Context: an optimization exercise on an open-source flow, tuned for small area, a short achievable clock period and few clock cycles. The choices shown serve that exercise and are no tape-out recipe.
RTL that was checked went through simulation tests only; none was proved equivalent to the original.
The RTL of run 1 was laid out without a check of its function.
No activity file was given, so power comes from the tool's default toggle rates.

==> design.v <==
`timescale 1ns/10ps
module  ATCONV(
	input		clk,
	input		reset,
	output	reg	busy,
	input		ready,
	output reg	[11:0]	iaddr,
	input signed [12:0]	idata,
	output	reg 	cwr,
	output reg	[11:0]	caddr_wr,
	output reg 	[12:0] 	cdata_wr,
	output	reg 	crd,
	output reg	[11:0] 	caddr_rd,
	input 	[12:0] 	cdata_rd,
	output reg 	csel
	);
reg        fin;
reg [1:0]  ph;         
reg [5:0]  B;          
reg        ex;         
reg        dup;        
reg [8:0]  D;          
reg [11:0] Ta, Tb;     
reg [12:0] Va, Vb;     
reg [12:0] Xa, Xb;     
reg        colv;       
reg [10:0] pos;        
reg        ov;         
reg [12:0] RD;         
wire ph0 = (ph == 2'd0);
wire ph1 = (ph == 2'd1);
wire ph2 = (ph == 2'd2);
wire ph3 = (ph == 2'd3);
wire [5:0] x  = iaddr[5:0];
wire [5:0] n  = {x[0], x[5:1] ^ {5{x[0]}}};
wire       n0 = (x == 6'd0) & ~ex;
wire [5:0] n1 = n + 6'd1;
wire       wrap = (x == 6'd1) & ~dup;
wire [5:0] xn = (ex | wrap) ? 6'd0 : dup ? x : {n1[4:0] ^ {5{n1[5]}}, n1[5]};
wire       dupn = ex | ((x == 6'd62) & ~dup);
wire       cv = !n0 && !((x == 6'd63) && !dup) && !B[5];
wire [5:0] B_n = B + {5'd0, ex};
wire [3:0] q   = B[4:1];
wire       p   = B[0];
wire [3:0] qn  = B_n[4:1];
wire [5:0] rtopn = (qn == 4'd0) ? 6'd0 : {qn - 4'd1, 1'b1, B_n[0]};
wire [5:0] rbot  = (q == 4'd15) ? 6'd63 : {q + 4'd1, 1'b0, p};
wire [4:0]  pq = pos[10:7];
wire        pp = pos[6];
wire [5:0]  o  = pos[5:0];
wire [10:0] pn = pos + 11'd1;
wire [4:0]  co = o[4:0] ^ {5{o[5]}};
wire [4:0]  cn = pn[4:0] ^ {5{pn[5]}};
wire        pool = pp | o[5];
wire [11:0] tw = {3'd0, D};
wire [11:0] t4 = {1'b0, D, 2'b00};
wire [12:0] vw = {3'b111, ~D, 1'b0};
wire [12:0] v8 = {D, 4'b0000};
wire [11:0] Ta_n = (ph1 ? 12'd3 : Ta) + (ph2 ? t4 : tw);
wire [12:0] Va_n = (ph1 ? ~{1'b0, Ta} : Va) + (ph2 ? v8 : vw);
wire [11:0] Tb_n = (ph2 ? 12'd3 : Tb) + (ph3 ? t4 : tw);
wire [12:0] Vb_n = (ph2 ? ~{1'b0, Tb} : Vb) + (ph3 ? v8 : vw);
wire [12:0] so  = ph0 ? Xa + ~{1'b0, Ta} : Xb + ~{1'b0, Tb};
wire [12:0] l0  = so[12] ? 13'd0 : so;
wire        gt  = RD > cdata_wr;
wire [12:0] mx  = gt ? RD : cdata_wr;
wire [12:0] rr  = (RD[3:0] == 4'd0) ? RD : {RD[12:4] + 9'd1, 4'd0};
wire [12:0] rc  = (cdata_wr[3:0] == 4'd0) ? cdata_wr : {cdata_wr[12:4] + 9'd1, 4'd0};
wire [12:0] mr  = gt ? rr : rc;
wire [12:0] mg  = (pp & o[5]) ? mr : mx;
always @(posedge clk) begin
	D  <= idata[12:4];
	RD <= cdata_rd;
	if (!ph0) Ta <= Ta_n;
	Va <= Va_n;
	if (!ph1) begin
		Tb <= Tb_n;
		Vb <= Vb_n;
	end
	if (ph0) Xa <= Va;
	if (ph2) Xb <= Vb;
	if (reset) begin
		busy <= 1'b0;
		fin <= 1'b0;
		ph <= 2'd0;
		B <= 6'd0;
		ex <= 1'b0;
		dup <= 1'b1;
		iaddr <= 12'd0;
		colv <= 1'b0;
		ov <= 1'b0;
		pos <= 11'h7ff;
		cwr <= 1'b0;
		crd <= 1'b0;
		csel <= 1'b0;
	end else if (!fin) begin
		if (ready) busy <= 1'b1;
		ph <= ph + 2'd1;
		case (ph)
		2'd0: begin
			iaddr[11:6] <= {q, 1'b0, p};
			ov <= colv;
			if (colv) begin
				cdata_wr <= l0;
				pos <= pn;
			end
			cwr <= colv;
			csel <= 1'b0;
			caddr_wr <= {pn[10:7], 1'b0, pn[6], cn, pn[5]};
			crd <= colv & ~pn[6] & pn[5];
			caddr_rd <= {pn[10:7], 1'b1, pn[6], cn, 1'b0};
			if (B[5] && n0 && !dup) begin
				busy <= 1'b0;
				fin <= 1'b1;
				cwr <= 1'b0;
				crd <= 1'b0;
			end
		end
		2'd1: begin
			iaddr[11:6] <= {q, 1'b1, p};
			if (ov & pool) cdata_wr <= mg;
			cwr <= ov & pool;
			csel <= 1'b1;
			caddr_wr <= {2'b00, pq, 1'b0, co};
			crd <= ov & pp;
			caddr_rd <= {2'b00, pq, 1'b1, co};
		end
		2'd2: begin
			colv <= cv;
			iaddr[11:6] <= rbot;
			if (ov) cdata_wr <= l0;
			cwr <= ov;
			csel <= 1'b0;
			caddr_wr <= {pq, 1'b1, pp, co, o[5]};
			crd <= cv & ~pn[6] & pn[5];
			caddr_rd <= {pn[10:7], 1'b0, pn[6], cn, 1'b0};
		end
		default: begin
			iaddr <= {rtopn, xn};
			ex <= wrap;
			dup <= dupn;
			B <= B_n;
			if (ov & pool) cdata_wr <= mg;
			cwr <= ov & pool;
			csel <= 1'b1;
			caddr_wr <= {2'b00, pq, 1'b1, co};
			crd <= cv & pn[6];
			caddr_rd <= {2'b00, pn[10:7], 1'b0, cn};
		end
		endcase
	end
end
endmodule
==> run.sh <==
#!/bin/bash
# synth_recipe.tcl (not shown) runs the flow's synth.tcl, then flattens the netlist and writes it again
# the make line also repeats each setting of config.mk as NAME=value (left out here)
make -C /OpenROAD-flow-scripts/flow DESIGN_CONFIG=/design/flow/config.mk WORK_HOME=/design/flow/orfs CLKGATE_MAP_FILE= SYNTH_SCRIPT=/design/flow/synth_recipe.tcl finish
==> config.mk <==
export PLATFORM = sky130hd
export DESIGN_NAME = ATCONV
export DESIGN_NICKNAME = ATCONV
export VERILOG_FILES = /design/flow/design.v
export SDC_FILE = /design/flow/constraint.sdc
export NUM_CORES = 4
export LEC_CHECK = 0
export ABC_CLOCK_PERIOD_IN_PS = 2500
export CAP_MARGIN = 20
export CORE_MARGIN = 2
export CORE_UTILIZATION = 40
export SETUP_SLACK_MARGIN = 5
export SLEW_MARGIN = 20
==> constraint.sdc <==
create_clock -name core_clock -period 8.0 [get_ports {clk}]
set_input_delay 1.6000 -clock core_clock [delete_from_list [all_inputs] [get_ports {clk}]]
set_output_delay 1.6000 -clock core_clock [all_outputs]
set_load 0.01 [all_outputs]
==> results.cfg, run 1 <==
[setup_path]
critPathKind = register to register
crit_required_ns = 8.19
cp_max_fo = 19
cp_top_family = compound AO/OA/AOI/OAI gates
critPathCaptureType = register
worst_ep_arrival_time_ns = 3.28
startpoint_type = register
max_stage_delay_ns = 0.50
cpMostUsedCell = a21o_1
path_cells = inv_2, ha_4, buf_16, nor2_1, a21oi_2, ha_1, a21o_1, a21o_1, a2111oi_4, o311ai_4, a21o_1, a21oi_2, xnor2_1
slowest_stage = a2111oi_4
crit_buf_inv = 2

[placement]
gp_congestion = 0.838
port_buffers = 77
dp_hpwl_um = 20000
placed_area_um2 = 12600
pre_cts_slack_ns = 4.03

[synthesis]
yosys_most_used_dff = edfxtp_1
yosysMostFrequentCell = nor2_1
synth_area_leader_cell = edfxtp_1
yosys_warnings = 1
synth_top_cell_area_share = 0.267
ys_ff_latch = 175
synth_area_um2 = 11400
async_flop_share = 0
syn-num-nets = 1374
synth_edf_count = 101
synth.area.top_cells = edfxtp_1, dfxtp_1, ha_1
synthTopCellsByCount = nor2_1, a21oi_1, edfxtp_1, ha_1, nand2_1
ys_seq_area_frac = 0.397
synth_cells = 1241
synth_cell_types = 69
synth_area_per_cell_um2 = 9.16

[clock_tree]
cts.sinks = 175
holdBufCountCts = 0
clk_path_buf_depth = 2
cts.reportedPaths.clkPinSlew_ns = 0.07
htreeDepth = 4
cts_tree = built
clk_latency_ns = 0.44
numCtsBuffers = 17
cts_root_buf = clkbuf_16

[worst_hold_path]
hold_path.class = register to register

[grt]
grt_max_degree = 43
first_global_vias = 8991
grt_pass1_wl_um = 48800
grtUsageTotal = 0.204
grt_overflow = 0
antenna_found_initial = 0

[pwr]
finalPower_mw = 4.40
ir_drop_mv = 0.204
power_density_nw_per_um2 = 312
leakagePower_nw = 5.80

[layout]
n_antenna_cell = 0
fin_area_um2 = 14100
finish.utilization = 0.506
area_delta_synth_final_pct = 24.0
drive_above_1_share = 0.133
fin_nets = 1481

[timing]
fmax_mhz = 323
slew_headroom = 0.382
tns_ns = 0
grt_setup_unrepaired = true
slew_violations = 0
finalSetupViolations = 0
fin_skew_ns = 0.0104
hold_viol = 0
min_period_ns = 3.09
fin_ws_ns = 4.91
worst_slew_pin_slew_ns = 0.925
period_share = 0.386

[routing]
dr.first_iter.drc_count = 864
vias_per_cell = 5.53
drt_pass1_iterations = 5
ant_nets = 0
vias = 9612
drc = 0
routedWlPerCell_um = 17.9
routed_wl_um = 31100

[die]
io_pins = 82
fp.coreArea_um2 = 27900
die_area_um2 = 29800
fp.dieW_um = 173
row_count = 61
die_h_um = 173
start_util = 0.408

[run]
cap_violations = 0

[run_status]
status = no timing/DRC/antenna violations
## report_power, final
part | internal (mW) | switching [mW]
Sequential | 1.25 | 0.110
Combinational | 1.05 | 1.23
Clock | 0.398 | 0.368
Total | 2.70 | 1.71
## final timing paths
kind / start / end / slack, ns / cells after the start
worst max-delay path: ph[0] / Vb[12] / 4.91 / 13
worst min-delay path: Va[0] / Xa[0] / 0.42 / 0
worst max register to register: ph[0] / Vb[12] / 4.91 / 13
worst min register to register: Va[0] / Xa[0] / 0.42 / 0
## worst register-to-register path: cells and delay by family, from the launching register on
kind | cells | cell delay [ns]
fa+ha+maj | 2 | 0.45
xor+xnor | 1 | 0.09
buf+inv | 2 | 0.25
simple gates | 1 | 0.10
compound gates | 7 | 1.60
flops | 1 | 0.37
## cells by family (layout without fill, tap and decap cells)
kind of cell | after synthesis | in the layout | synth area share
xor+xnor | 97 | 97 | 0.0748
mux | 12 | 13 | 0.0109
simple gates | 364 | 365 | 0.152
compound gates | 353 | 353 | 0.201
buf+inv | 136 | 254 | 0.0460
fa+ha+maj | 104 | 104 | 0.118
flops | 175 | 175 | 0.397
## what timing repair did
action | CTS | global route
gates resized for setup | 62 | 43
gates cloned | 7 | 2
pin swaps | 22 | 37
setup buffers | 32 | 18
setup endpoints to repair | 72 | 52
## routing by layer
metal  GRT usage  share of wire
met2       0.311           0.43
met5           0              0
met4      0.0570          0.017
met1       0.298           0.49
met3      0.0358          0.060
## cells in the final DEF (no fill, tap or decap), drive strengths merged, types with 11 or more instances in the layout
cell type      instances
a211oi                11
a21o                  21
a21oi                118
and3                  20
buf                   57
clkbuf                21
clkdlybuf4s50         58
dfxtp                 74
edfxtp               101
ha                    98
inv                   83
nand2                 83
nand2b                18
nand3                 30
nand4                 12
nor2                 135
nor3                  20
o21a                  19
o21ai                 80
o21bai                14
xnor2                 65
xor2                  32
## through the flow
stage | hold slack (ns) | instances
floorplan | 0.400 | 1241
global placement | 0.403 | 1648
detailed placement | 0.408 | 1648
CTS | 0.423 | 1719
global route | 0.430 | 1739
finish | 0.421 | 1739
## cell type report
type | instances | area, µm²
Sequential cell | 175 | 4530
Clock buffer | 19 | 433
Inverter | 81 | 315
Tap cell | 378 | 473
Timing Repair Buffer | 140 | 1480
Multi-Input combinational cell | 932 | 6770
Timing Repair inverter | 1 | 5.00
Clock inverter | 13 | 90.1
Fill cell | 2545 | 13800
## flip-flops by register name (all words and copies together) (netlist names), 2 cells and up
register / flops
RD: 13
Va: 13
Vb: 13
Xa: 13
Xb: 13
cdata_wr: 13
Ta: 12
Tb: 12
caddr_rd: 12
caddr_wr: 12
iaddr: 12
pos: 11
D: 9
B: 6
ph: 2
==> inputs of run 2 (changes only) <==
--- a/design.v
+++ b/design.v
@@ -17,3 +17,3 @@
 reg        fin;
-reg [1:0]  ph;         
+reg [3:0]  ph;         
 reg [5:0]  B;          
@@ -29,6 +29,6 @@
 reg [12:0] RD;         
-wire ph0 = (ph == 2'd0);
-wire ph1 = (ph == 2'd1);
-wire ph2 = (ph == 2'd2);
-wire ph3 = (ph == 2'd3);
+wire ph0 = ph[0];
+wire ph1 = ph[1];
+wire ph2 = ph[2];
+wire ph3 = ph[3];
 wire [5:0] x  = iaddr[5:0];
@@ -59,3 +59,3 @@
 wire [11:0] Ta_n = (ph1 ? 12'd3 : Ta) + (ph2 ? t4 : tw);
-wire [12:0] Va_n = (ph1 ? ~{1'b0, Ta} : Va) + (ph2 ? v8 : vw);
+wire [12:0] Va_n = (ph0 ? ~{1'b0, Ta} : Va) + (ph0 ? 13'd0 : ph2 ? v8 : vw);
 wire [11:0] Tb_n = (ph2 ? 12'd3 : Tb) + (ph3 ? t4 : tw);
@@ -73,3 +73,3 @@
 	RD <= cdata_rd;
-	if (!ph0) Ta <= Ta_n;
+	Ta <= Ta_n;
 	Va <= Va_n;
@@ -81,2 +81,3 @@
 	if (ph2) Xb <= Vb;
+	cdata_wr <= (ph0 | ph2) ? l0 : mg;
 	if (reset) begin
@@ -84,3 +85,3 @@
 		fin <= 1'b0;
-		ph <= 2'd0;
+		ph <= 4'b0001;
 		B <= 6'd0;
@@ -95,14 +96,11 @@
 		csel <= 1'b0;
-	end else if (!fin) begin
-		if (ready) busy <= 1'b1;
-		ph <= ph + 2'd1;
-		case (ph)
-		2'd0: begin
+	end else begin
+		if (ready && !fin) busy <= 1'b1;
+		ph <= {ph[2:0], ph[3]};
+		case (1'b1)
+		ph0: begin
 			iaddr[11:6] <= {q, 1'b0, p};
 			ov <= colv;
-			if (colv) begin
-				cdata_wr <= l0;
-				pos <= pn;
-			end
-			cwr <= colv;
+			if (colv) pos <= pn;
+			cwr <= colv & ~fin;
 			csel <= 1'b0;
@@ -118,6 +116,5 @@
 		end
-		2'd1: begin
+		ph1: begin
 			iaddr[11:6] <= {q, 1'b1, p};
-			if (ov & pool) cdata_wr <= mg;
-			cwr <= ov & pool;
+			cwr <= ov & pool & ~fin;
 			csel <= 1'b1;
@@ -127,7 +124,6 @@
 		end
-		2'd2: begin
+		ph2: begin
 			colv <= cv;
 			iaddr[11:6] <= rbot;
-			if (ov) cdata_wr <= l0;
-			cwr <= ov;
+			cwr <= ov & ~fin;
 			csel <= 1'b0;
@@ -142,4 +138,3 @@
 			B <= B_n;
-			if (ov & pool) cdata_wr <= mg;
-			cwr <= ov & pool;
+			cwr <= ov & pool & ~fin;
 			csel <= 1'b1;
==> results.cfg, run 2 <==
[timing]
finalSetupViolations = 0
slew_headroom = 0.549
fin_skew_ns = 0.0154
worst_slew_pin_slew_ns = 0.672
tns_ns = 0
grt_setup_unrepaired = true
slew_violations = 0
fmax_mhz = 338
hold_viol = 0
fin_ws_ns = 5.04
min_period_ns = 2.96
period_share = 0.370

[layout]
regArea_um2 = 4460
final_cell_mix = nor2_1, a21oi_1, nand2_1, ha_1, edfxtp_1
multi_input_area_um2 = 6070
drive_above_1_share = 0.0861
fillerInstances = 2548
n_antenna_cell = 0
fin_nets = 1404
final_common_cell = nor2_1
area_delta_synth_final_pct = 18.4

[clock_tree]
cts_root_buf = clkbuf_16
numCtsBuffers = 17
cts.reportedPaths.clkPinSlew_ns = 0.08
cts_tree = built
cts.sinks = 177
htreeDepth = 4
clk_latency_ns = 0.44
clk_path_buf_depth = 2

[routing]
routedWlPerCell_um = 17.1
routed_wl_um = 27900
vias_per_cell = 5.47
ant_nets = 0
drt_pass1_iterations = 5
dr.first_iter.drc_count = 638
drc = 0
vias = 8914

[run]
cap_violations = 0

[synthesis]
yosysMostFrequentCell = a21oi_1
synth_compound_area_frac = 0.175
synthMuxAreaShare = 0.0128
synth-adder-area-share = 0.118
ys_ff_latch = 177
yosys_warnings = 1
synth.area.top_cells = edfxtp_1, dfxtp_1, ha_1
synth_top_family_by_area = compound AO/OA/AOI/OAI gates
synth_top_cell_area_share = 0.246
synth_area_per_cell_um2 = 9.05
synth_area_um2 = 10800
synth_cell_types = 73
async_flop_share = 0
synth_area_leader_cell = edfxtp_1
synth-xor-area-share = 0.0816
synth_edf_count = 89
yosys_most_used_dff = edfxtp_1
synth_cells = 1199
ys_seq_area_frac = 0.409
yosys.area_share.simple = 0.162
synthTopCellsByCount = a21oi_1, nor2_1, nand2_1, ha_1, edfxtp_1
syn-num-nets = 1327

[die]
row_count = 60
fp.coreArea_um2 = 26800
start_util = 0.405
die_area_um2 = 28400
die_h_um = 169
io_pins = 82
fp.dieW_um = 169

[setup_path]
path_cells = clkdlybuf4s50_1
startpoint_type = register
worst_ep_arrival_time_ns = 1.36
cp.depth = 1
slowest_stage = clkdlybuf4s50_1
crit_buf_inv = 1
critPathKind = register to primary output
ff2ff_path_depth = 14
crit_required_ns = 6.40
max_stage_delay_ns = 0.54
critPathCaptureType = primary output
cp_max_fo = 3
cp_top_family = buffers and inverters

[placement]
pre_cts_slack_ns = 3.93
dp_hpwl_um = 18800
port_buffers = 77
gp_congestion = 0.854

[worst_hold_path]
hold_path.class = register to register
hold_path_depth = 0

[pwr]
leakagePower_nw = 5.32
ir_drop_mv = 0.155
power_density_nw_per_um2 = 321

[grt]
grtUsageTotal = 0.198
first_global_vias = 8566
grt_pass1_wl_um = 44500
grt_max_degree = 37
antenna_found_initial = 1
grt_overflow = 0

[run_status]
status = no timing/DRC/antenna violations
[run 2: cell count changes in the layout (fill, tap and decap cells not counted), moves of 9 or more]
| cell | before | now |
|---|---|---|
| nand2b_1 | 18 | 9 |
| o21a_1 | 19 | 4 |
| nand3_1 | 30 | 41 |
| edfxtp_1 | 101 | 89 |
| dfxtp_1 | 66 | 78 |
| buf_4 | 50 | 21 |
| o22ai_1 | 3 | 16 |
| a21oi_1 | 101 | 116 |
| nor2b_1 | 3 | 16 |
| nand2_1 | 81 | 110 |
| inv_1 | 75 | 63 |
| and3_1 | 19 | 9 |
[run 2: logic make-up after synthesis]
family | Yosys count
simple gates | 377
compound gates | 317
xor+xnor | 101
fa+ha+maj | 99
flops | 177
mux | 13
buf+inv | 115
[run 2: worst register-to-register path: cells and delay by family, from the launching register on]
| kind | cells | cell delay, ns |
|---|---|---|
| buf+inv | 2 | 0.33 |
| compound gates | 7 | 1.15 |
| fa+ha+maj | 2 | 0.64 |
| simple gates | 2 | 0.23 |
| xor+xnor | 1 | 0.13 |
| flops | 1 | 0.40 |
[run 2: per-layer routing]
layer | global-route usage | share of wire | wire length [µm] | vias up
met5 | 0 | 0.00043 | 12 | -
met4 | 0.0626 | 0.023 | 648 | 2
met3 | 0.0449 | 0.068 | 1900 | 43
met2 | 0.323 | 0.45 | 12700 | 279
met1 | 0.261 | 0.45 | 12700 | 4169
li1 | - | - | - | 4421
[run 2: power breakdown]
part	leakage (nW)	internal, mW	total (mW)	switching, mW
Sequential	1.63	1.24	1.36	0.119
Combinational	3.41	0.866	1.94	1.07
Clock	0.282	0.415	0.820	0.405
[run 2: final cells by class]
class                           instances  share of cell area
Timing Repair Buffer                  103              0.0809
Clock buffer                           17              0.0331
Tap cell                              341              0.0332
Clock inverter                         15              0.0114
Inverter                               67              0.0202
Multi-Input combinational cell        908               0.473
Sequential cell                       177               0.347
Timing Repair inverter                  2            0.000780
[run 2: metrics by stage]
stage,cell area (µm²),power (mW),util,cells,hold WS [ns]
finish,12800,4.12,0.479,1630,0.425
global route,12800,4.42,0.479,1630,0.438
floorplan,10900,2.72,-,1199,0.400
CTS,12700,4.07,0.475,1627,0.426
global placement,11900,3.15,0.444,1577,0.402
detailed placement,11900,3.19,0.444,1577,0.407
[run 2: path summary, 6_finish.rpt]
path,start,to,slack [ns]
worst max-delay path,iaddr[0],iaddr[0],5.04
worst min-delay path,Va[0],Xa[0],0.43
worst max register to register,ph[0],Va[11],5.05
worst min register to register,Va[0],Xa[0],0.43
[run 2: repair_timing]
action                     in CTS  in global routing
gates cloned                    4                  0
setup endpoints to repair      49                 23
setup buffers                  14                  3
hold buffers                    0                  0
pin swaps                       3                  7
hold endpoints to repair        0                  0
resized for setup              37                 25
Testbench counts of run 2, summed over its fixed seeds: cycles 102,972.
==> inputs of run 3 (changes only) <==
--- a/design.v
+++ b/design.v
@@ -66,5 +66,3 @@
 wire [12:0] mx  = gt ? RD : cdata_wr;
-wire [12:0] rr  = (RD[3:0] == 4'd0) ? RD : {RD[12:4] + 9'd1, 4'd0};
-wire [12:0] rc  = (cdata_wr[3:0] == 4'd0) ? cdata_wr : {cdata_wr[12:4] + 9'd1, 4'd0};
-wire [12:0] mr  = gt ? rr : rc;
+wire [12:0] mr  = (mx[3:0] == 4'd0) ? mx : {mx[12:4] + 9'd1, 4'd0};
 wire [12:0] mg  = (pp & o[5]) ? mr : mx;
@@ -95,3 +93,2 @@
 		crd <= 1'b0;
-		csel <= 1'b0;
 	end else begin
@@ -105,6 +102,3 @@
 			cwr <= colv & ~fin;
-			csel <= 1'b0;
-			caddr_wr <= {pn[10:7], 1'b0, pn[6], cn, pn[5]};
 			crd <= colv & ~pn[6] & pn[5];
-			caddr_rd <= {pn[10:7], 1'b1, pn[6], cn, 1'b0};
 			if (B[5] && n0 && !dup) begin
@@ -119,6 +113,3 @@
 			cwr <= ov & pool & ~fin;
-			csel <= 1'b1;
-			caddr_wr <= {2'b00, pq, 1'b0, co};
 			crd <= ov & pp;
-			caddr_rd <= {2'b00, pq, 1'b1, co};
 		end
@@ -128,6 +119,3 @@
 			cwr <= ov & ~fin;
-			csel <= 1'b0;
-			caddr_wr <= {pq, 1'b1, pp, co, o[5]};
 			crd <= cv & ~pn[6] & pn[5];
-			caddr_rd <= {pn[10:7], 1'b0, pn[6], cn, 1'b0};
 		end
@@ -139,6 +127,3 @@
 			cwr <= ov & pool & ~fin;
-			csel <= 1'b1;
-			caddr_wr <= {2'b00, pq, 1'b1, co};
 			crd <= cv & pn[6];
-			caddr_rd <= {2'b00, pn[10:7], 1'b0, cn};
 		end
@@ -147,2 +132,26 @@
 end
+always @(posedge clk) begin
+	case (1'b1)
+	ph0: begin
+		csel <= 1'b0;
+		caddr_wr <= {pn[10:7], 1'b0, pn[6], cn, pn[5]};
+		caddr_rd <= {pn[10:7], 1'b1, pn[6], cn, 1'b0};
+	end
+	ph1: begin
+		csel <= 1'b1;
+		caddr_wr <= {2'b00, pq, 1'b0, co};
+		caddr_rd <= {2'b00, pq, 1'b1, co};
+	end
+	ph2: begin
+		csel <= 1'b0;
+		caddr_wr <= {pq, 1'b1, pp, co, o[5]};
+		caddr_rd <= {pn[10:7], 1'b0, pn[6], cn, 1'b0};
+	end
+	default: begin
+		csel <= 1'b1;
+		caddr_wr <= {2'b00, pq, 1'b1, co};
+		caddr_rd <= {2'b00, pn[10:7], 1'b0, cn};
+	end
+	endcase
+end
 endmodule
==> flow/run.sh (new file) <==
#!/bin/bash
# The standard layout, with plain buf_1 cells as the port buffers
# (buffer_ports otherwise picks a delay buffer of twice the area).
set -euo pipefail
export BUFFER_PORTS_ARGS="-buffer_cell sky130_fd_sc_hd__buf_1"
bash standard.sh "$@" > standard.log 2>&1
==> standard.sh (new file) <==
#!/bin/bash
# synth_recipe.tcl (not shown) runs the flow's synth.tcl, then flattens the netlist and writes it again
# the make line also repeats each setting of config.mk as NAME=value (left out here)
make -C /OpenROAD-flow-scripts/flow DESIGN_CONFIG=/design/flow/config.mk WORK_HOME=/design/flow/orfs CLKGATE_MAP_FILE= SYNTH_SCRIPT=/design/flow/synth_recipe.tcl "${@:-finish}"
--- a/config.mk
+++ b/config.mk
@@ -11,2 +11,3 @@
 export CORE_UTILIZATION = 40
+export CTS_BUF_LIST = sky130_fd_sc_hd__clkbuf_8
 export SETUP_SLACK_MARGIN = 5
removed: run.sh
==> results.cfg, run 3 <==
[die]
fp.coreArea_um2 = 26000
die_area_um2 = 27700
row_count = 59
start_util = 0.406
fp.dieW_um = 166
die_h_um = 166
io_pins = 82

[clock_tree]
cts_tree = built
htreeDepth = 4
clk_latency_ns = 0.48
cts.reportedPaths.clkPinSlew_ns = 0.10
numCtsBuffers = 17
cts_root_buf = clkbuf_8
cts.sinks = 177
clk_path_buf_depth = 2

[setup_path]
slowest_stage = dfxtp_1
crit_buf_inv = 2
startpoint_type = register
cp_max_fo = 9
ff2ff_path_depth = 11
path_cells = inv_1, ha_1, nand4_1, o221ai_2, a221oi_4, a21oi_4, buf_4, mux2i_1, nor3b_2, a2111o_1, o31ai_1
r2r_end = cdata_wr[8]
max_stage_delay_ns = 0.40
critPathCaptureType = register
critPathKind = register to register
worst_ep_arrival_time_ns = 3.28
crit_required_ns = 8.39
rrSetupSlack_ns = 5.11
cp_top_family = compound AO/OA/AOI/OAI gates
cp.depth = 11
r2r-start = cdata_wr[4]

[synthesis]
async_flop_share = 0
ys_seq_area_frac = 0.385
synth_area_leader_cell = dfxtp_1
synth_area_um2 = 10500
yosys_warnings = 1
yosysMostFrequentCell = nor2_1
synth_edf_count = 52
syn-num-nets = 1334
yosys_most_used_dff = dfxtp_1
synth_cell_types = 76
ys_ff_latch = 177
synth_area_per_cell_um2 = 8.74
synth_cells = 1207
synthTopCellsByCount = nor2_1, a21oi_1, dfxtp_1, nand2_1, ha_1
synth_top_cell_area_share = 0.237
synth.area.top_cells = dfxtp_1, edfxtp_1, ha_1

[worst_hold_path]
hold-path-endpoint = Xb[0]
hold_path.class = register to register
hold_path_depth = 0
hp-start = Vb[0]

[routing]
routedWlPerCell_um = 16.3
vias_per_cell = 5.35
vias = 8698
drt_pass1_iterations = 5
dr.first_iter.drc_count = 625
ant_nets = 0
drc = 0
routed_wl_um = 26500

[layout]
fin_area_um2 = 12000
area_delta_synth_final_pct = 13.3
finish.utilization = 0.460
final_common_cell = nor2_1
drive_above_1_share = 0.0921
final_cell_mix = nor2_1, dfxtp_1, a21oi_1, nand2_1, ha_1
fin_nets = 1406
fin_cells = 1627
n_antenna_cell = 0

[placement]
port_buffers = 77
placed_area_um2 = 11100
pre_cts_slack_ns = 4.45
gp_congestion = 0.868
dp_hpwl_um = 18300
dp.cells = 1580

[pwr]
power_density_nw_per_um2 = 322
leakagePower_nw = 4.90
ir_drop_mv = 0.135
finalPower_mw = 3.85

[timing]
slew_violations = 0
hold_ws_ns = 0.431
period_share = 0.362
tns_ns = 0
min_period_ns = 2.89
hold_viol = 0
fmax_mhz = 346
fin_skew_ns = 0.0319
fin_ws_ns = 5.11
slew_headroom = 0.412
grt_setup_unrepaired = false
finalSetupViolations = 0
worst_slew_pin_slew_ns = 0.860

[grt]
grt_overflow = 0
grt_max_degree = 69
antenna_found_initial = 0
grtUsageTotal = 0.190
grt_pass1_wl_um = 42600
first_global_vias = 8413

[run]
cap_violations = 0

[run_status]
status = no timing/DRC/antenna violations
[run 3: worst max-delay path by stage]
stage	from	end	slack, ns
after global routing	cdata_wr[4]	cdata_wr[8]	4.99
after floorplan	ph[2]	Vb[11]	4.98
final	cdata_wr[4]	cdata_wr[8]	5.11
after CTS	ph[2]	Vb[11]	5.00
after global placement	ph[2]	Vb[11]	4.47
after detailed placement	ph[2]	Vb[11]	4.45
[run 3: power by group]
| group | switching (mW) | internal (mW) |
|---|---|---|
| combinational | 1.05 | 0.797 |
| sequential | 0.118 | 1.19 |
| clock | 0.368 | 0.329 |
| total | 1.53 | 2.31 |
[run 3: cell type report]
cell class	count	area (µm²)
Timing Repair Buffer	99	562
Inverter	72	274
Fill cell	2598	14000
Clock buffer	18	248
Tap cell	335	419
Clock inverter	14	186
Multi-Input combinational cell	912	6190
Sequential cell	177	4070
[run 3: metal layers]
layer  track usage  vias up  share of wire
li1              -     4411              -
met1         0.255     4049           0.48
met2         0.310      207           0.46
met3        0.0336       31          0.044
met4        0.0611        0          0.017
met5             0        -              0
[run 3: cell families (layout without fill, tap and decap cells)]
group,count (synthesis),in the layout,share of synthesized area
buffers and inverters,119,203,0.0435
adders and majority gates,98,98,0.121
muxes,16,16,0.0166
xor gates and xnor gates,98,98,0.0814
DFF,177,177,0.385
and+or+nand+nor,393,393,0.174
AOI/OAI and AO/OA,306,307,0.178
[run 3: timing repair]
item	CTS	global route
endpoints found under the setup margin	28	21
gates resized for setup	30	22
pin swaps	3	5
hold buffers	0	0
gates cloned	2	1
buffers inserted	8	4
Testbench counts of run 3, summed over its fixed seeds: cycles 102,972.
==> inputs of run 4 (changes only) <==
--- a/config.mk
+++ b/config.mk
@@ -11,3 +11,2 @@
 export CORE_UTILIZATION = 40
-export CTS_BUF_LIST = sky130_fd_sc_hd__clkbuf_8
 export SETUP_SLACK_MARGIN = 5
==> results.cfg, run 4 <==
[die]
fp.dieW_um = 166
fp.coreArea_um2 = 26000
start_util = 0.406
io_pins = 82
die_area_um2 = 27700
row_count = 59
die_h_um = 166

[clock_tree]
htreeDepth = 4
clk_latency_ns = 0.44
cts_tree = built
cts.reportedPaths.clkPinSlew_ns = 0.07
clk_path_buf_depth = 2
holdBufCountCts = 0
numCtsBuffers = 17
cts.sinks = 177
cts_root_buf = clkbuf_16

[synthesis]
yosys.area_share.simple = 0.174
synthMuxAreaShare = 0.0166
synth_area_leader_cell = dfxtp_1
ys_seq_area_frac = 0.385
synth-xor-area-share = 0.0814
ys_ff_latch = 177
yosysMostFrequentCell = nor2_1
async_flop_share = 0
synthTopCellsByCount = nor2_1, a21oi_1, dfxtp_1, nand2_1, ha_1
synth_cells = 1207
synth_area_per_cell_um2 = 8.74
yosys_warnings = 1
synth_area_um2 = 10500
synth-adder-area-share = 0.121
synth_top_cell_area_share = 0.237
synth_top_family_by_area = compound AO/OA/AOI/OAI gates
synth_compound_area_frac = 0.178
synth_edf_count = 52
syn-num-nets = 1334
synth_cell_types = 76
yosys_most_used_dff = dfxtp_1
synth.area.top_cells = dfxtp_1, edfxtp_1, ha_1

[placement]
pre_cts_slack_ns = 4.45
port_buffers = 77
dp_hpwl_um = 18300
gp_congestion = 0.868
dp.cells = 1580

[routing]
drt_pass1_iterations = 5
ant_nets = 0
vias = 8738
drc = 0
dr.first_iter.drc_count = 581
routed_wl_um = 26500
routedWlPerCell_um = 16.3
vias_per_cell = 5.37

[timing]
worst_slew_pin_slew_ns = 0.891
hold_viol = 0
min_period_ns = 2.89
fin_skew_ns = 0.0184
fmax_mhz = 346
grt_setup_unrepaired = false
slew_headroom = 0.390
tns_ns = 0
fin_ws_ns = 5.11
slew_violations = 0
finalSetupViolations = 0
period_share = 0.361

[setup_path]
critPathCaptureType = register
max_stage_delay_ns = 0.40
cp_top_family = compound AO/OA/AOI/OAI gates
cp_max_fo = 9
slowest_stage = a2111o_1
crit_required_ns = 8.35
path_cells = inv_1, ha_1, nand4_1, o221ai_2, a221oi_4, a21oi_4, buf_4, mux2i_1, nor3b_2, a2111o_1, o31ai_1
crit_buf_inv = 2
startpoint_type = register
worst_ep_arrival_time_ns = 3.23
critPathKind = register to register

[pwr]
leakagePower_nw = 4.98
power_density_nw_per_um2 = 333
ir_drop_mv = 0.203

[layout]
n_antenna_cell = 0
fillerInstances = 2567
final_cell_mix = nor2_1, dfxtp_1, a21oi_1, nand2_1, ha_1
fin_nets = 1406
final_common_cell = nor2_1
area_delta_synth_final_pct = 15.1
drive_above_1_share = 0.0913
fin_cells = 1627

[grt]
first_global_vias = 8424
grt_pass1_wl_um = 42900
grtUsageTotal = 0.190
grt_max_degree = 69
antenna_found_initial = 0
grt_overflow = 0

[run]
cap_violations = 0

[worst_hold_path]
hold_path.class = register to register

[run_status]
status = no timing/DRC/antenna violations
run 4: repair_timing:
item / 4_1_cts / 5_1_grt
pin swaps: 2 / 4
resized for setup: 30 / 22
endpoints found under the setup margin: 28 / 18
cloned: 2 / 1
buffers inserted: 8 / 4
run 4: cell families (layout without fill, tap and decap cells):
family / count (synthesis) / after routing
fa+ha+maj: 98 / 98
mux: 16 / 16
buf+inv: 119 / 203
xor+xnor: 98 / 98
compound gates: 306 / 307
flops: 177 / 177
simple gates: 393 / 393
run 4: power breakdown:
part	switching [mW]	internal [mW]
clock	0.392	0.500
combinational	1.05	0.798
sequential	0.118	1.19
run 4: cell type report:
| type | instances | area (µm²) | share of cell area |
|---|---|---|---|
| multi-input combinational | 912 | 6190 | 0.510 |
| sequential | 177 | 4070 | 0.336 |
| timing repair buffer | 99 | 566 | 0.0466 |
| clock buffer | 19 | 464 | 0.0382 |
| tap | 335 | 419 | 0.0345 |
| inverter | 72 | 274 | 0.0226 |
| clock inverter | 13 | 156 | 0.0129 |
run 4: final timing paths:
| path | start | to | slack [ns] | cells after the start |
|---|---|---|---|---|
| setup / recovery | cdata_wr[4] | cdata_wr[8] | 5.11 | 11 |
| hold / removal | Vb[0] | Xb[0] | 0.42 | 0 |
| setup reg to reg | cdata_wr[4] | cdata_wr[8] | 5.11 | 11 |
| hold reg to reg | Vb[0] | Xb[0] | 0.42 | 0 |
run 4: through the flow:
step / total power, mW / util / cell area (µm²) / hold slack, ns
final: 4.04 / 0.467 / 12100 / 0.424
after global routing: 4.34 / 0.467 / 12100 / 0.437
after CTS: 4.00 / 0.462 / 12000 / 0.426
after detailed placement: 3.04 / 0.429 / 11100 / 0.410
after global placement: 3.01 / 0.429 / 11100 / 0.405
after floorplan: 2.65 / - / 10600 / 0.400
run 4: routing by layer:
layer	routed length, µm	global-route usage
met2	12200	0.313
met4	406	0.0540
met1	12700	0.258
met5	0	0
met3	1200	0.0315
==> inputs of run 5 (changes only) <==
==> run.sh (new file) <==
#!/bin/bash
# synth_recipe.tcl (not shown) runs the flow's synth.tcl, then flattens the netlist and writes it again
# the make line also repeats each setting of config.mk as NAME=value (left out here)
make -C /OpenROAD-flow-scripts/flow DESIGN_CONFIG=/design/flow/config.mk WORK_HOME=/design/flow/orfs CLKGATE_MAP_FILE= SYNTH_SCRIPT=/design/flow/synth_recipe.tcl finish
removed: flow/run.sh
removed: standard.sh
==> results.cfg, run 5 <==
[synthesis]
yosys_most_used_dff = dfxtp_1
yosys_warnings = 1
synth.area.top_cells = dfxtp_1, edfxtp_1, ha_1
ys_ff_latch = 177
synth_edf_count = 52
synth_top_cell_area_share = 0.237
synth_area_per_cell_um2 = 8.74
ys_seq_area_frac = 0.385
synth_cells = 1207
synth_area_leader_cell = dfxtp_1
yosysMostFrequentCell = nor2_1
synthTopCellsByCount = nor2_1, a21oi_1, dfxtp_1, nand2_1, ha_1
synth_area_um2 = 10500
syn-num-nets = 1334
async_flop_share = 0
synth_cell_types = 76

[setup_path]
cp_max_fo = 6
critPathKind = register to primary output
worst_ep_arrival_time_ns = 1.37
crit_required_ns = 6.40
startpoint_type = register
slowest_stage = clkdlybuf4s50_1
path_cells = clkdlybuf4s50_1
cp_top_family = buffers and inverters
crit_buf_inv = 1
critPathCaptureType = primary output
max_stage_delay_ns = 0.54

[routing]
routedWlPerCell_um = 16.5
ant_nets = 0
drc = 0
dr.first_iter.drc_count = 771
vias = 8830
drt_pass1_iterations = 5
vias_per_cell = 5.43
routed_wl_um = 26900

[timing]
grt_setup_unrepaired = true
hold_ws_ns = 0.427
min_period_ns = 2.97
worst_slew_pin_slew_ns = 0.807
fin_skew_ns = 0.0159
slew_headroom = 0.448
hold_viol = 0
tns_ns = 0
fmax_mhz = 336
finalSetupViolations = 0
slew_violations = 0
period_share = 0.372

[die]
die_h_um = 166
fp.coreArea_um2 = 26000
start_util = 0.406
row_count = 59
io_pins = 82
die_area_um2 = 27700
fp.dieW_um = 166

[layout]
n_antenna_cell = 0
finish.utilization = 0.485
fin_cells = 1626
fin_area_um2 = 12600
drive_above_1_share = 0.0999
area_delta_synth_final_pct = 19.5
fin_nets = 1405
final_common_cell = nor2_1
final_cell_mix = nor2_1, dfxtp_1, a21oi_1, nand2_1, ha_1

[run]
cap_violations = 0

[grt]
grt_max_degree = 73
grt_pass1_wl_um = 43800
antenna_found_initial = 0
grtUsageTotal = 0.195
grt_overflow = 0
first_global_vias = 8366

[pwr]
power_density_nw_per_um2 = 324
ir_drop_mv = 0.192
leakagePower_nw = 5.22

[clock_tree]
numCtsBuffers = 17
clk_latency_ns = 0.45
htreeDepth = 4
cts_tree = built
clk_path_buf_depth = 2
holdBufCountCts = 0
cts_root_buf = clkbuf_16
cts.reportedPaths.clkPinSlew_ns = 0.07
cts.sinks = 177

[run_status]
status = no timing/DRC/antenna violations

[placement]
dp.cells = 1580
gp_congestion = 0.850
placed_area_um2 = 11600
port_buffers = 77
dp_hpwl_um = 18500

[worst_hold_path]
hold_path.class = register to register
[run 5: layout make-up]
type,instances,area (µm²)
Inverter,72,282
Tap cell,335,419
Sequential cell,177,4090
Fill cell,2516,13400
Clock inverter,15,166
Clock buffer,17,425
Timing Repair Buffer,98,1020
Multi-Input combinational cell,912,6200
[run 5: cell families after synthesis]
group	share of synthesized area
and+or+nand+nor	0.174
AOI/OAI and AO/OA	0.178
DFF	0.385
buffers and inverters	0.0435
xor gates and xnor gates	0.0814
adders and majority gates	0.121
muxes	0.0166
[run 5: worst paths after layout]
check / start / cells after the start / endpoint / slack, ns
max: cdata_wr[6] / 1 / cdata_wr[6] / 5.03
min: Va[1] / 0 / Xa[1] / 0.43
max reg2reg: ph[2] / 13 / Tb[10] / 5.12
min reg2reg: Va[1] / 0 / Xa[1] / 0.43
[run 5: what timing repair did]
item	CTS	global route
gates resized for setup	43	29
pin swaps	1	7
gates cloned	2	1
setup endpoints to repair	37	26
setup buffers	6	5
[run 5: routing by layer]
metal  routed length (µm)  vias to the layer above  track usage
met4                  483                        0       0.0585
met2                12100                      225        0.308
met1                13000                     4150        0.273
met5                    0                        -            0
li1                     -                     4420            -
met3                 1310                       35       0.0336
[run 5: through the flow]
step                worst slack [ns]  total power, mW
global placement                4.42             3.06
CTS                             5.00             4.03
global route                    4.98             4.39
floorplan                       4.98             2.65
detailed placement              4.42             3.10
finish                          5.03             4.08
[run 5: power by group]
part / switching, mW / internal, mW / total (mW)
clock network: 0.395 / 0.470 / 0.866
logic: 1.06 / 0.850 / 1.91
registers: 0.119 / 1.19 / 1.31
==> inputs of run 6 (changes only) <==
--- a/config.mk
+++ b/config.mk
@@ -10,3 +10,3 @@
 export CORE_MARGIN = 2
-export CORE_UTILIZATION = 40
+export CORE_UTILIZATION = 60
 export SETUP_SLACK_MARGIN = 5
==> results.cfg, run 6 <==
[setup_path]
startpoint_type = register
r2r_end = Va[10]
rrSetupSlack_ns = 5.09
cp_top_family = buffers and inverters
path_cells = clkdlybuf4s50_1
critPathKind = register to primary output
slowest_stage = clkdlybuf4s50_1
crit_required_ns = 6.40
crit_buf_inv = 1
worst_ep_arrival_time_ns = 1.38
cp_max_fo = 4
ff2ff_path_depth = 11
r2r-start = ph[0]
critPathCaptureType = primary output
max_stage_delay_ns = 0.56

[grt]
antenna_found_initial = 0
grtUsageTotal = 0.271
grt_overflow = 0
grt_pass1_wl_um = 39900
grt_max_degree = 78
first_global_vias = 8047

[placement]
dp_hpwl_um = 17100
placed_area_um2 = 11500
gp_congestion = 0.876
port_buffers = 77

[clock_tree]
clk_latency_ns = 0.45
cts.reportedPaths.clkPinSlew_ns = 0.07
numCtsBuffers = 17
clk_path_buf_depth = 2
holdBufCountCts = 0
cts.sinks = 177
htreeDepth = 4
cts_tree = built
cts_root_buf = clkbuf_16

[synthesis]
ys_seq_area_frac = 0.385
synth_top_cell_area_share = 0.237
synth.area.top_cells = dfxtp_1, edfxtp_1, ha_1
synthTopCellsByCount = nor2_1, a21oi_1, dfxtp_1, nand2_1, ha_1
synth_cell_types = 76
yosys_warnings = 1
yosys_most_used_dff = dfxtp_1
async_flop_share = 0
synth_edf_count = 52
synth_cells = 1207
ys_ff_latch = 177
yosysMostFrequentCell = nor2_1
synth_area_per_cell_um2 = 8.74
syn-num-nets = 1334
synth_area_um2 = 10500
synth_area_leader_cell = dfxtp_1

[routing]
vias = 8822
dr.first_iter.drc_count = 718
drc = 0
routed_wl_um = 25300
routedWlPerCell_um = 16.7
ant_nets = 0
vias_per_cell = 5.82
drt_pass1_iterations = 7

[pwr]
power_density_nw_per_um2 = 326
leakagePower_nw = 5.30
ir_drop_mv = 0.246

[layout]
regArea_um2 = 4080
final_common_cell = nor2_1
drive_above_1_share = 0.0937
n_antenna_cell = 0
fin_area_um2 = 12400
finish.utilization = 0.721
area_delta_synth_final_pct = 17.9
multi_input_area_um2 = 6170
fillerInstances = 1375
final_cell_mix = nor2_1, a21oi_1, dfxtp_1, nand2_1, ha_1
fin_nets = 1405

[die]
io_pins = 82
die_area_um2 = 18700
fp.dieW_um = 137
start_util = 0.612
die_h_um = 137
fp.coreArea_um2 = 17200
row_count = 48

[worst_hold_path]
hp-start = Va[0]
hold_path_depth = 0
hold-path-endpoint = Xa[0]
hold_path.class = register to register

[timing]
slew_violations = 0
fmax_mhz = 336
period_share = 0.372
fin_skew_ns = 0.0146
grt_setup_unrepaired = true
tns_ns = 0
worst_slew_pin_slew_ns = 0.855
hold_viol = 0
slew_headroom = 0.429
finalSetupViolations = 0
min_period_ns = 2.98

[run_status]
status = no timing/DRC/antenna violations

[run]
cap_violations = 0
[run 6: metal layers]
metal / global-route usage / routed length (µm) / share of wire
met1: 0.380 / 11900 / 0.47
met2: 0.429 / 11700 / 0.46
met3: 0.0452 / 1210 / 0.048
met4: 0.0822 / 449 / 0.018
met5: 0 / 0 / 0
[run 6: area by class of cell]
class	count	share of cell area
inverters	72	0.0223
clock inverters	10	0.00574
well taps	225	0.0226
multi-input cells	912	0.496
repair buffers	98	0.0838
flip-flops and latches	177	0.329
clock buffers	22	0.0408
[run 6: worst max-delay path by stage]
stage / from / end / slack [ns] / depth (start not counted)
2_1_floorplan: ph[2] / Vb[11] / 4.98 / 15
3_3_place_gp: ph[2] / Va[11] / 4.48 / 14
3_5_place_dp: ph[2] / Va[11] / 4.43 / 14
4_1_cts: ph[0] / Va[11] / 4.94 / 12
5_1_grt: ph[0] / Va[11] / 4.89 / 13
6_report: cdata_wr[4] / cdata_wr[4] / 5.02 / 1
[run 6: power by group]
group / internal [mW] / switching, mW
sequential: 1.19 / 0.118
combinational: 0.858 / 1.07
clock: 0.453 / 0.368
[run 6: kinds of logic (layout without fill, tap and decap cells)]
family | after synthesis | count (layout) | share of synthesized area
buffers and inverters | 119 | 202 | 0.0435
DFF | 177 | 177 | 0.385
and+or+nand+nor | 393 | 393 | 0.174
AOI/OAI and AO/OA | 306 | 307 | 0.178
xor gates and xnor gates | 98 | 98 | 0.0814
adders and majority gates | 98 | 98 | 0.121
muxes | 16 | 16 | 0.0166
[run 6: timing repair]
action,CTS,global route
gates resized for setup,29,39
cloned,1,2
buffers inserted,6,5
pin swaps,3,7
setup endpoints to repair,37,33
[run 6: per-stage QoR]
stage | total power [mW] | std cells | hold slack, ns | setup slack, ns
after floorplan | 2.65 | 1207 | 0.400 | 4.98
after global placement | 3.05 | 1470 | 0.404 | 4.48
after detailed placement | 3.09 | 1470 | 0.410 | 4.43
after CTS | 3.97 | 1509 | 0.430 | 4.94
after global routing | 4.33 | 1516 | 0.442 | 4.89
final | 4.05 | 1516 | 0.428 | 5.02
[run 6: worst register-to-register path, stage by stage, from the launching register on]
cell and delay [ns]:
dfxtp_4 0.47, clkinvlp_4 0.21, buf_8 0.21, mux2_2 0.29, ha_1 0.33, a21oi_1 0.23, nor2b_1 0.11, o211ai_1 0.20
nand2_1 0.13, a41oi_1 0.30, nor2b_1 0.21, xnor2_1 0.14
==> inputs of run 7 (changes only) <==
--- a/config.mk
+++ b/config.mk
@@ -10,3 +10,4 @@
 export CORE_MARGIN = 2
-export CORE_UTILIZATION = 60
+export CORE_UTILIZATION = 40
+export CTS_BUF_LIST = sky130_fd_sc_hd__clkbuf_8
 export SETUP_SLACK_MARGIN = 5
==> results.cfg, run 7 <==
[die]
fp.dieW_um = 166
io_pins = 82
die_area_um2 = 27700
start_util = 0.406
fp.coreArea_um2 = 26000
row_count = 59
die_h_um = 166

[synthesis]
async_flop_share = 0
synth_cells = 1207
synth_area_per_cell_um2 = 8.74
ys_ff_latch = 177
synth_edf_count = 52
synth_area_leader_cell = dfxtp_1
syn-num-nets = 1334
synth_area_um2 = 10500
yosys_warnings = 1
ys_seq_area_frac = 0.385
yosysMostFrequentCell = nor2_1
yosys_most_used_dff = dfxtp_1
synth.area.top_cells = dfxtp_1, edfxtp_1, ha_1
synthTopCellsByCount = nor2_1, a21oi_1, dfxtp_1, nand2_1, ha_1
synth_cell_types = 76
synth_top_cell_area_share = 0.237

[routing]
wl_met2_um = 12100
wl_met1_um = 12900
vias_per_cell = 5.40
routedWlPerCell_um = 16.4
drt_pass1_iterations = 9
ant_nets = 0
vias = 8802
dr.first_iter.drc_count = 724
drc = 0
routed_wl_um = 26700
met3_length_um = 1270
top_layer_used = met4

[timing]
grt_setup_unrepaired = true
hold_ws_ns = 0.431
fin_skew_ns = 0.0223
slew_headroom = 0.458
worst_slew_pin_slew_ns = 0.792
finalSetupViolations = 0
min_period_ns = 2.93
period_share = 0.367
hold_viol = 0
tns_ns = 0
slew_violations = 0
fmax_mhz = 341

[layout]
multi_input_area_um2 = 6190
fillerInstances = 2544
area_delta_synth_final_pct = 18.2
final_common_cell = nor2_1
fin_nets = 1408
fin_area_um2 = 12500
finish.utilization = 0.480
regArea_um2 = 4100
n_antenna_cell = 0
final_cell_mix = nor2_1, dfxtp_1, a21oi_1, nand2_1, ha_1
drive_above_1_share = 0.102

[pwr]
power_density_nw_per_um2 = 309
leakagePower_nw = 5.48
finalPower_mw = 3.85
ir_drop_mv = 0.135

[grt]
grtUsageTotal = 0.195
grt_max_degree = 73
grt_pass1_wl_um = 43800
first_global_vias = 8349
antenna_found_initial = 0
grt_overflow = 0

[setup_path]
worst_ep_arrival_time_ns = 1.33
ff2ff_path_depth = 13
startpoint_type = register
crit_required_ns = 6.40
max_stage_delay_ns = 0.53
cp_top_family = buffers and inverters
cp.depth = 1
slowest_stage = clkdlybuf4s50_1
crit_buf_inv = 1
critPathKind = register to primary output
critPathCaptureType = primary output
cp_max_fo = 1
path_cells = clkdlybuf4s50_1

[worst_hold_path]
hold_path.class = register to register
hold_path_depth = 0

[placement]
port_buffers = 77
placed_area_um2 = 11600
dp_hpwl_um = 18500
gp_congestion = 0.850

[clock_tree]
cts.sinks = 177
clk_path_buf_depth = 2
htreeDepth = 4
clk_latency_ns = 0.48
cts_tree = built
cts_root_buf = clkbuf_8
numCtsBuffers = 17
cts.reportedPaths.clkPinSlew_ns = 0.10

[run]
cap_violations = 0

[run_status]
status = no timing/DRC/antenna violations
==> run 7: path summary, 6_finish.rpt <==
kind / end / slack [ns] / startpoint
worst min-delay path: Xa[1] / 0.43 / Va[1]
worst min register to register: Xa[1] / 0.43 / Va[1]
worst max-delay path: caddr_wr[6] / 5.07 / caddr_wr[6]
worst max register to register: Tb[10] / 5.11 / ph[2]
==> run 7: stage by stage <==
stage | std cells | setup WS, ns
2_1_floorplan | 1207 | 4.98
4_1_cts | 1620 | 5.00
5_1_grt | 1629 | 4.98
6_report | 1629 | 5.07
3_5_place_dp | 1580 | 4.42
3_3_place_gp | 1580 | 4.42
==> run 7: logic make-up after synthesis <==
logic type / Yosys count / synth area share
and+or+nand+nor: 393 / 0.174
AOI/OAI and AO/OA: 306 / 0.178
DFF: 177 / 0.385
buffers and inverters: 119 / 0.0435
xor gates and xnor gates: 98 / 0.0814
adders and majority gates: 98 / 0.121
muxes: 16 / 0.0166
==> run 7: power by group <==
part | switching (mW) | internal [mW] | leakage (nW)
combinational | 1.06 | 0.842 | 3.72
sequential | 0.117 | 1.19 | 1.55
clock | 0.362 | 0.287 | 0.211
total | 1.54 | 2.32 | 5.48
==> run 7: final cells by class <==
class | instances | area share
multi-input combinational | 912 | 0.497
sequential | 177 | 0.329
timing repair buffer | 101 | 0.0863
tap | 335 | 0.0336
inverter | 72 | 0.0220
clock buffer | 17 | 0.0188
clock inverter | 15 | 0.0134
==> run 7: timing repair <==
item                                    CTS  global route
endpoints found under the setup margin   45            43
hold buffers                              0             0
pin swaps                                 1             7
resized for setup                        59            47
setup buffers                             6             9
gates cloned                              2             0
==> run 7: per-layer routing <==
layer  up-vias  global-route usage
met5         -                   0
met4         0              0.0588
met3        33              0.0327
met2       226               0.308
met1      4132               0.273
li1       4411                   -
==> inputs of run 8 (changes only) <==
==> flow/run.sh (new file) <==
#!/bin/bash
set -euo pipefail
export BUFFER_PORTS_ARGS="-buffer_cell sky130_fd_sc_hd__buf_1"
bash standard.sh SETUP_SLACK_MARGIN=5.3 finish > standard.log 2>&1
==> standard.sh (new file) <==
#!/bin/bash
# synth_recipe.tcl (not shown) runs the flow's synth.tcl, then flattens the netlist and writes it again
# the make line also repeats each setting of config.mk as NAME=value (left out here)
make -C /OpenROAD-flow-scripts/flow DESIGN_CONFIG=/design/flow/config.mk WORK_HOME=/design/flow/orfs CLKGATE_MAP_FILE= SYNTH_SCRIPT=/design/flow/synth_recipe.tcl "${@:-finish}"
--- a/config.mk
+++ b/config.mk
@@ -11,3 +11,2 @@
 export CORE_UTILIZATION = 40
-export CTS_BUF_LIST = sky130_fd_sc_hd__clkbuf_8
 export SETUP_SLACK_MARGIN = 5
removed: run.sh
==> results.cfg, run 8 <==
[run_status]
status = no timing/DRC/antenna violations

[synthesis]
yosys_most_used_dff = dfxtp_1
async_flop_share = 0
synth_area_per_cell_um2 = 8.74
synth_edf_count = 52
ys_seq_area_frac = 0.385
yosys_warnings = 1
syn-num-nets = 1334
synth_cell_types = 76
synth_area_leader_cell = dfxtp_1
synth_top_cell_area_share = 0.237
synth_cells = 1207
synth.area.top_cells = dfxtp_1, edfxtp_1, ha_1
yosysMostFrequentCell = nor2_1
synthTopCellsByCount = nor2_1, a21oi_1, dfxtp_1, nand2_1, ha_1
synth_area_um2 = 10500
ys_ff_latch = 177

[grt]
grt_pass1_wl_um = 42800
grtUsageTotal = 0.190
grt_util_met2 = 0.301
met3_usage = 0.0265
antenna_found_initial = 0
grt_overflow = 0
first_global_vias = 8268
grt_max_degree = 76
busiest_layer = met2
grt_util_met1 = 0.270

[setup_path]
crit_buf_inv = 1
cp_top_family = compound AO/OA/AOI/OAI gates
critPathKind = register to register
cpMostUsedCell = a21oi_2
startpoint_type = register
worst_ep_arrival_time_ns = 2.88
cp_max_fo = 13
crit_required_ns = 8.19
path_cells = buf_16, nor2_1, a21oi_1, ha_2, fa_2, a21o_1, a21oi_2, o21bai_1, a21oi_2, o21ai_2, a21o_1, a21oi_2, xnor2_1
slowest_stage = dfxtp_4
critPathCaptureType = register
max_stage_delay_ns = 0.40

[placement]
gp_congestion = 0.836
dp_hpwl_um = 18200
dp.cells = 1579
port_buffers = 77

[routing]
vias_per_cell = 5.36
routedWlPerCell_um = 16.6
drc = 0
dr.first_iter.drc_count = 627
ant_nets = 0
vias = 8932
drt_pass1_iterations = 5
routed_wl_um = 27600

[layout]
fin_cells = 1667
area_delta_synth_final_pct = 21.9
fillerInstances = 2422
n_antenna_cell = 0
final_cell_mix = nor2_1, a21oi_1, dfxtp_1, nand2_1, ha_1
regArea_um2 = 4100
drive_above_1_share = 0.165
fin_nets = 1446
final_common_cell = nor2_1
multi_input_area_um2 = 6480

[pwr]
leakagePower_nw = 5.26
ir_drop_mv = 0.190
power_density_nw_per_um2 = 330

[clock_tree]
htreeDepth = 4
clk_path_buf_depth = 2
cts.reportedPaths.clkPinSlew_ns = 0.08
holdBufCountCts = 0
cts_tree = built
cts.sinks = 177
cts_root_buf = clkbuf_16
numCtsBuffers = 17
clk_latency_ns = 0.43

[timing]
worst_slew_pin_slew_ns = 0.762
grt_setup_unrepaired = true
min_period_ns = 2.68
tns_ns = 0
hold_viol = 0
fmax_mhz = 373
period_share = 0.336
slew_headroom = 0.490
fin_skew_ns = 0.0116
slew_violations = 0
finalSetupViolations = 0

[die]
die_h_um = 166
start_util = 0.406
die_area_um2 = 27700
row_count = 59
fp.coreArea_um2 = 26000
io_pins = 82
fp.dieW_um = 166

[worst_hold_path]
hold_path.class = register to register

[run]
cap_violations = 0
==> run 8: cells by family (layout without fill, tap and decap cells) <==
logic type / count (synthesis) / count (layout) / share of synthesized area
DFF: 177 / 177 / 0.385
adders and majority gates: 98 / 98 / 0.121
and+or+nand+nor: 393 / 393 / 0.174
muxes: 16 / 16 / 0.0166
buffers and inverters: 119 / 242 / 0.0435
xor gates and xnor gates: 98 / 98 / 0.0814
AOI/OAI and AO/OA: 306 / 308 / 0.178
==> run 8: cell type report <==
cell class | instances | area share
well taps | 335 | 0.0326
multi-input cells | 913 | 0.504
clock inverters | 11 | 0.00876
repair buffers | 138 | 0.0757
clock buffers | 21 | 0.0383
inverters | 72 | 0.0220
flip-flops and latches | 177 | 0.319
==> run 8: power breakdown <==
group          internal [mW]  switching (mW)  total (mW)
logic                  0.920            1.15        2.07
clock network          0.483           0.381       0.864
registers               1.19           0.126        1.32
==> run 8: final timing paths <==
check        slack, ns  start  cells past startpoint     end
max               5.32  ph[2]                     13  Vb[11]
min               0.43  Va[6]                      0   Xa[6]
max reg2reg       5.32  ph[2]                     13  Vb[11]
min reg2reg       0.43  Va[6]                      0   Xa[6]
==> run 8: routing by layer <==
metal,vias to the layer above,wire [µm]
li1,4505,-
met1,4161,13200
met2,233,12700
met3,33,1250
met4,0,521
met5,-,0
==> run 8: repair_timing <==
action | 4_1_cts | 5_1_grt
hold endpoints to repair | 0 | 0
gates resized for setup | 49 | 55
gates cloned | 3 | 6
pin swaps | 13 | 47
endpoints found under the setup margin | 46 | 28
buffers inserted | 14 | 33
==> run 8: stage by stage <==
step	utilization	cell area, µm²	total power, mW	hold WS, ns	worst slack, ns
after floorplan	-	10800	2.69	0.400	5.23
after global placement	0.432	11200	3.06	0.408	4.74
after detailed placement	0.432	11200	3.09	0.411	4.71
after CTS	0.471	12200	4.08	0.419	5.29
after global routing	0.495	12900	4.53	0.416	5.20
final	0.495	12900	4.25	0.426	5.32
==> inputs of run 9 (changes only) <==
--- a/config.mk
+++ b/config.mk
@@ -11,2 +11,4 @@
 export CORE_UTILIZATION = 40
+export CTS_CLUSTER_DIAMETER = 150
+export CTS_CLUSTER_SIZE = 30
 export SETUP_SLACK_MARGIN = 5
==> results.cfg, run 9 <==
[placement]
port_buffers = 77
dp_hpwl_um = 18200
gp_congestion = 0.836
dp.cells = 1579
pre_cts_slack_ns = 4.71

[setup_path]
startpoint_type = register
slowest_stage = dfxtp_4
cp_max_fo = 13
critPathKind = register to register
cpMostUsedCell = a21oi_2
crit_required_ns = 8.19
worst_ep_arrival_time_ns = 2.88
path_cells = buf_16, nor2_1, a21oi_1, ha_2, fa_2, a21o_1, a21oi_2, o21bai_1, a21oi_2, o21ai_2, a21o_1, a21oi_2, xnor2_1
critPathCaptureType = register
max_stage_delay_ns = 0.40

[grt]
antenna_found_initial = 0
grt_overflow = 0
grt_max_degree = 76
grt_pass1_wl_um = 42800
grtUsageTotal = 0.190
first_global_vias = 8268

[layout]
fin_cells = 1667
multi_input_area_um2 = 6480
final_common_cell = nor2_1
fillerInstances = 2422
area_delta_synth_final_pct = 21.9
regArea_um2 = 4100
final_cell_mix = nor2_1, a21oi_1, dfxtp_1, nand2_1, ha_1
fin_nets = 1446
drive_above_1_share = 0.165
n_antenna_cell = 0

[timing]
finalSetupViolations = 0
period_share = 0.336
fin_ws_ns = 5.32
slew_headroom = 0.490
slew_violations = 0
min_period_ns = 2.68
fmax_mhz = 373
grt_setup_unrepaired = true
tns_ns = 0
fin_skew_ns = 0.0116
hold_viol = 0
worst_slew_pin_slew_ns = 0.762

[synthesis]
async_flop_share = 0
synth_area_um2 = 10500
yosys_most_used_dff = dfxtp_1
yosysMostFrequentCell = nor2_1
synth.area.top_cells = dfxtp_1, edfxtp_1, ha_1
synth_area_per_cell_um2 = 8.74
yosys_warnings = 1
synth_cell_types = 76
syn-num-nets = 1334
ys_seq_area_frac = 0.385
synth_top_cell_area_share = 0.237
ys_ff_latch = 177
synth_area_leader_cell = dfxtp_1
synthTopCellsByCount = nor2_1, a21oi_1, dfxtp_1, nand2_1, ha_1
synth_cells = 1207
synth_edf_count = 52

[routing]
drc = 0
drt_pass1_iterations = 5
dr.first_iter.drc_count = 627
routed_wl_um = 27600
vias = 8932
ant_nets = 0
routedWlPerCell_um = 16.6
vias_per_cell = 5.36

[run_status]
status = no timing/DRC/antenna violations

[die]
fp.dieW_um = 166
row_count = 59
die_area_um2 = 27700
die_h_um = 166
io_pins = 82
start_util = 0.406
fp.coreArea_um2 = 26000

[clock_tree]
htreeDepth = 4
cts_root_buf = clkbuf_16
clk_path_buf_depth = 2
cts.sinks = 177
numCtsBuffers = 17
cts.reportedPaths.clkPinSlew_ns = 0.08
holdBufCountCts = 0
clk_latency_ns = 0.43
cts_tree = built

[run]
cap_violations = 0

[pwr]
leakagePower_nw = 5.26
power_density_nw_per_um2 = 330
ir_drop_mv = 0.190
finalPower_mw = 4.25

[worst_hold_path]
hold_path.class = register to register
[run 9: cell counts in the layout (fill, tap and decap cells not counted)]
Identical to the previous run, type by type.
[run 9: path summary, 6_finish.rpt]
path	startpoint	endpoint	slack, ns	cells past startpoint
setup reg to reg	ph[2]	Vb[11]	5.32	13
hold / removal	Va[6]	Xa[6]	0.43	0
hold reg to reg	Va[6]	Xa[6]	0.43	0
setup / recovery	ph[2]	Vb[11]	5.32	13
[run 9: where the power goes]
group / leakage (nW) / total (mW) / switching [mW] / internal [mW]
sequential: 1.55 / 1.32 / 0.126 / 1.19
combinational: 3.41 / 2.07 / 1.15 / 0.920
clock: 0.301 / 0.864 / 0.381 / 0.483
total: 5.26 / 4.25 / 1.65 / 2.60
[run 9: area by class of cell]
cell class | instances | share of cell area
well taps | 335 | 0.0326
repair buffers | 138 | 0.0757
clock inverters | 11 | 0.00876
clock buffers | 21 | 0.0383
flip-flops and latches | 177 | 0.319
inverters | 72 | 0.0220
multi-input cells | 913 | 0.504
[run 9: repair_timing]
action / CTS / global route
gates cloned: 3 / 6
setup buffers: 14 / 33
gates resized for setup: 49 / 55
pin swaps: 13 / 47
setup endpoints to repair: 46 / 28
[run 9: worst max-delay path, delay by kind of cell (launching register included)]
family	cells	cell delay [ns]
AND/OR/NAND/NOR	1	0.11
AO/OA/AOI/OAI	8	1.13
adder cells (fa/ha/maj)	2	0.57
XOR/XNOR	1	0.07
buffers and inverters	1	0.16
flip-flops	1	0.40
[run 9: metal layers]
layer / routed length (µm) / vias up / share of wire / track usage
met3: 1250 / 33 / 0.045 / 0.0265
met4: 521 / 0 / 0.019 / 0.0562
met5: 0 / - / 0 / 0
met2: 12700 / 233 / 0.46 / 0.301
li1: - / 4505 / - / -
met1: 13200 / 4161 / 0.48 / 0.270
[run 9: stage by stage]
step | area, µm² | hold WS [ns] | utilization
floorplan | 10800 | 0.400 | -
global placement | 11200 | 0.408 | 0.432
detailed placement | 11200 | 0.411 | 0.432
CTS | 12200 | 0.419 | 0.471
global route | 12900 | 0.416 | 0.495
finish | 12900 | 0.426 | 0.495
[run 9: kinds of logic after synthesis]
kind of cell / share of synthesized area
AOI/OAI and AO/OA: 0.178
xor gates and xnor gates: 0.0814
adders and majority gates: 0.121
buffers and inverters: 0.0435
DFF: 0.385
muxes: 0.0166
and+or+nand+nor: 0.174

-- port drivers added, routing unchanged --
How much do the figures lean on ideal ports? The routed layouts below were timed once more, with nothing changed but the port constraints. Step 1, drivers: a clkbuf_16 drives clk and a buf_2 each remaining input, both assumed. Step 2 times the ports against the registers' clock, not the clock port: input delays grow and output delays shrink by t, the midpoint of the rising clock arrivals with the driver on. Three values: ideal, step 1, step 2; two values: the first two.
run	shift t [ns]	slack for setup (ns)	worst setup path after step 2	slew at the worst register clock pin (ns)	pins driven straight from the clock port
run 1	0.480	4.909 / 4.909 / 4.747	input to register	0.07 / 0.07	1
run 2	0.478	5.042 / 4.995 / 4.753	input to register	0.08 / 0.08	1
run 3	0.506	5.107 / 5.107 / 5.107	register to register	0.12 / 0.12	1
run 4	0.477	5.113 / 5.098 / 5.113	register to register	0.08 / 0.08	1
run 5	0.484	5.025 / 4.981 / 5.075	input to register	0.08 / 0.08	1
run 6	0.486	5.023 / 4.975 / 5.069	input to register	0.07 / 0.07	1
run 7	0.509	5.066 / 5.024 / 5.080	input to register	0.11 / 0.11	1
run 8	0.475	5.316 / 5.306 / 5.316	register to register	0.08 / 0.08	1
run 9	0.475	5.316 / 5.306 / 5.316	register to register	0.08 / 0.08	1
After both steps setup and hold are still met in every run listed. The setup slack of run 2, which loses most, moves by -0.047 ns with the drivers and by -0.289 ns with both steps.
